What follows belongs to an exercise in optimizing a design on an open flow for small area, a short achievable clock period and few clock cycles; a production flow would make more cautious choices.
Only simulation tests tie the RTL to the original design; equivalence was not proved.

==> flow/design.v (excerpt) <==
module Riscv_core
    (
        input                   clk,
        input                   rst_n,
        output  [13:0]          rom_addr,    
        input   [31:0]          inst,
        output  [31:0]          dmem_addr,   
        input   [31:0]          dmem_rdata,  
        output  [31:0]          dmem_wdata,  
        output  [3:0]           dmem_wmask   
    );
Size in the first run: about 1,400 flip-flops, ~150 I/O pins, ~0.092 mm^2 of cells after synthesis.
export LEC_CHECK = 0
export ABC_AREA = 1
export CAP_MARGIN = 30
export CORE_MARGIN = 2
export CORE_UTILIZATION = 35
export CTS_BUF_LIST = sky130_fd_sc_hd__clkbuf_8
export CTS_CLUSTER_SIZE = 24
export PLACE_DENSITY = 0.5
export SLEW_MARGIN = 20
export SETUP_SLACK_MARGIN = 17
export BUFFER_PORTS_ARGS = -buffer_cell sky130_fd_sc_hd__buf_4
create_clock -name core_clock -period 24.0 [get_ports {clk}]
standard.sh (not shown) runs the stock make flow with config.mk's settings and CLKGATE_MAP_FILE= SYNTH_SCRIPT=/design/flow/synth_recipe.tcl, a recipe that flattens the netlist after the stock synthesis.
==> flow/flow/run.sh <==
#!/bin/bash
# Standard layout, with the timing repair aiming for a setup margin and
# ordinary buffers (not delay cells) on the ports.
cp standard.sh standard_sh.txt
cp config.mk config_mk_my.txt
echo "export SETUP_SLACK_MARGIN = 17" >> config.mk
echo "export BUFFER_PORTS_ARGS = -buffer_cell sky130_fd_sc_hd__buf_4" >> config.mk
bash standard.sh > standard.log 2>&1
Testbench counts at the start, summed over its fixed seeds: cycles 35,921.
Rerun with:
Settings changed: CORE_UTILIZATION 35 to 40, CTS_BUF_LIST sky130_fd_sc_hd__clkbuf_8 to sky130_fd_sc_hd__clkbuf_16, CTS_CLUSTER_DIAMETER set to 80, CTS_CLUSTER_SIZE 24 to 40, PLACE_DENSITY 0.5 to 0.55.
What happened:
- via count barely changes
- worst setup slack gets worse by 55 ps
- die area fell by 12%
Rerun with:
Settings changed: CTS_BUF_LIST sky130_fd_sc_hd__clkbuf_16 to sky130_fd_sc_hd__clkbuf_8, CTS_CLUSTER_DIAMETER 80 to not set, CTS_CLUSTER_SIZE 40 to 24, GPL_ROUTABILITY_DRIVEN set to 0.
Effect:
- The new run completed without violations
- first-iteration DRC count grows by 10%
- via count rises by 1.9%
- wire length drops by about 5.6%
- maximum frequency falls by about 2%
- worst setup slack degrades by 150 ps
- worst hold slack degrades by 9.2 ps
- global-route usage shrinks by 2.4 points
- sequential share of layout area is about the same
Rerun with:
--- a/flow/flow/run.sh
+++ b/flow/flow/run.sh
@@ -4,5 +4,5 @@
 cp standard.sh standard_sh.txt
 cp config.mk config_mk_my.txt
-echo "export SETUP_SLACK_MARGIN = 17" >> config.mk
+echo "export SETUP_SLACK_MARGIN = 16.8" >> config.mk
 echo "export BUFFER_PORTS_ARGS = -buffer_cell sky130_fd_sc_hd__buf_4" >> config.mk
 bash standard.sh > standard.log 2>&1
Settings changed: GPL_ROUTABILITY_DRIVEN 0 to not set, SETUP_SLACK_MARGIN 17 to 16.8.
Global-route usage rises by 1.7 points; cell area falls by 1.0%; wire length rises by 3.5%; count of clock-buffer cells in the layout rises by 8; first-iteration DRC count falls by 10%.
Rerun with:
--- a/flow/flow/run.sh
+++ b/flow/flow/run.sh
@@ -4,5 +4,5 @@
 cp standard.sh standard_sh.txt
 cp config.mk config_mk_my.txt
-echo "export SETUP_SLACK_MARGIN = 16.8" >> config.mk
+echo "export SETUP_SLACK_MARGIN = 17" >> config.mk
 echo "export BUFFER_PORTS_ARGS = -buffer_cell sky130_fd_sc_hd__buf_4" >> config.mk
 bash standard.sh > standard.log 2>&1
Settings changed: PLACE_DENSITY 0.55 to 0.5, SETUP_SLACK_MARGIN 16.8 to 17.
Synthesized area does not change.
Cell count is about the same.
Synthesized cell count stays the same.
Flip-flop and latch count stays the same.
Worst setup slack is better by 86 ps.
Clock skew rises by 24 ps.
Critical path depth is unchanged.
Clock-buffer cell count went down by 1.
Rerun with:
Settings changed: PLACE_DENSITY 0.5 to 0.55, TNS_END_PERCENT set to 10.
After rerunning: Register-to-register slack is worse by 120 ps; setup slack loses 96 ps; maximum frequency came out lower by 1.4%; area after synthesis does not change.

==> separate check: timing with driven ports <==
How much do the figures lean on ideal ports? The routed layouts below were timed once more, with nothing changed but the port constraints. Step 1 assumes that a clkbuf_16 drives the clock port and a buf_2 every other input. Step 2 times the ports against the registers' clock, not the clock port: input delays grow and output delays shrink by t, the midpoint of the rising clock arrivals with the driver on. Three values: ideal ports, drivers, drivers and shift; two values: the first two.
run	t (ns)	slack for setup (ns)	worst setup path after step 2	slew at the worst register clock pin (ns)
the first run	1.115	16.966 / 16.867 / 16.000	input to register	0.08 / 0.08
the second run	0.905	16.911 / 16.954 / 16.049	input to register	0.11 / 0.11
the third run	1.134	16.761 / 16.761 / 15.926	input to register	0.08 / 0.08
the fourth run	1.130	16.907 / 16.805 / 15.907	input to register	0.09 / 0.09
the fifth run	1.089	16.993 / 16.901 / 15.981	input to register	0.07 / 0.07
the sixth run	1.139	16.896 / 16.806 / 15.825	input to register	0.07 / 0.07
After both steps every run listed still meets setup and hold. The setup slack of the sixth run, which loses most, moves by -0.090 ns with the drivers and by -1.071 ns with both steps.
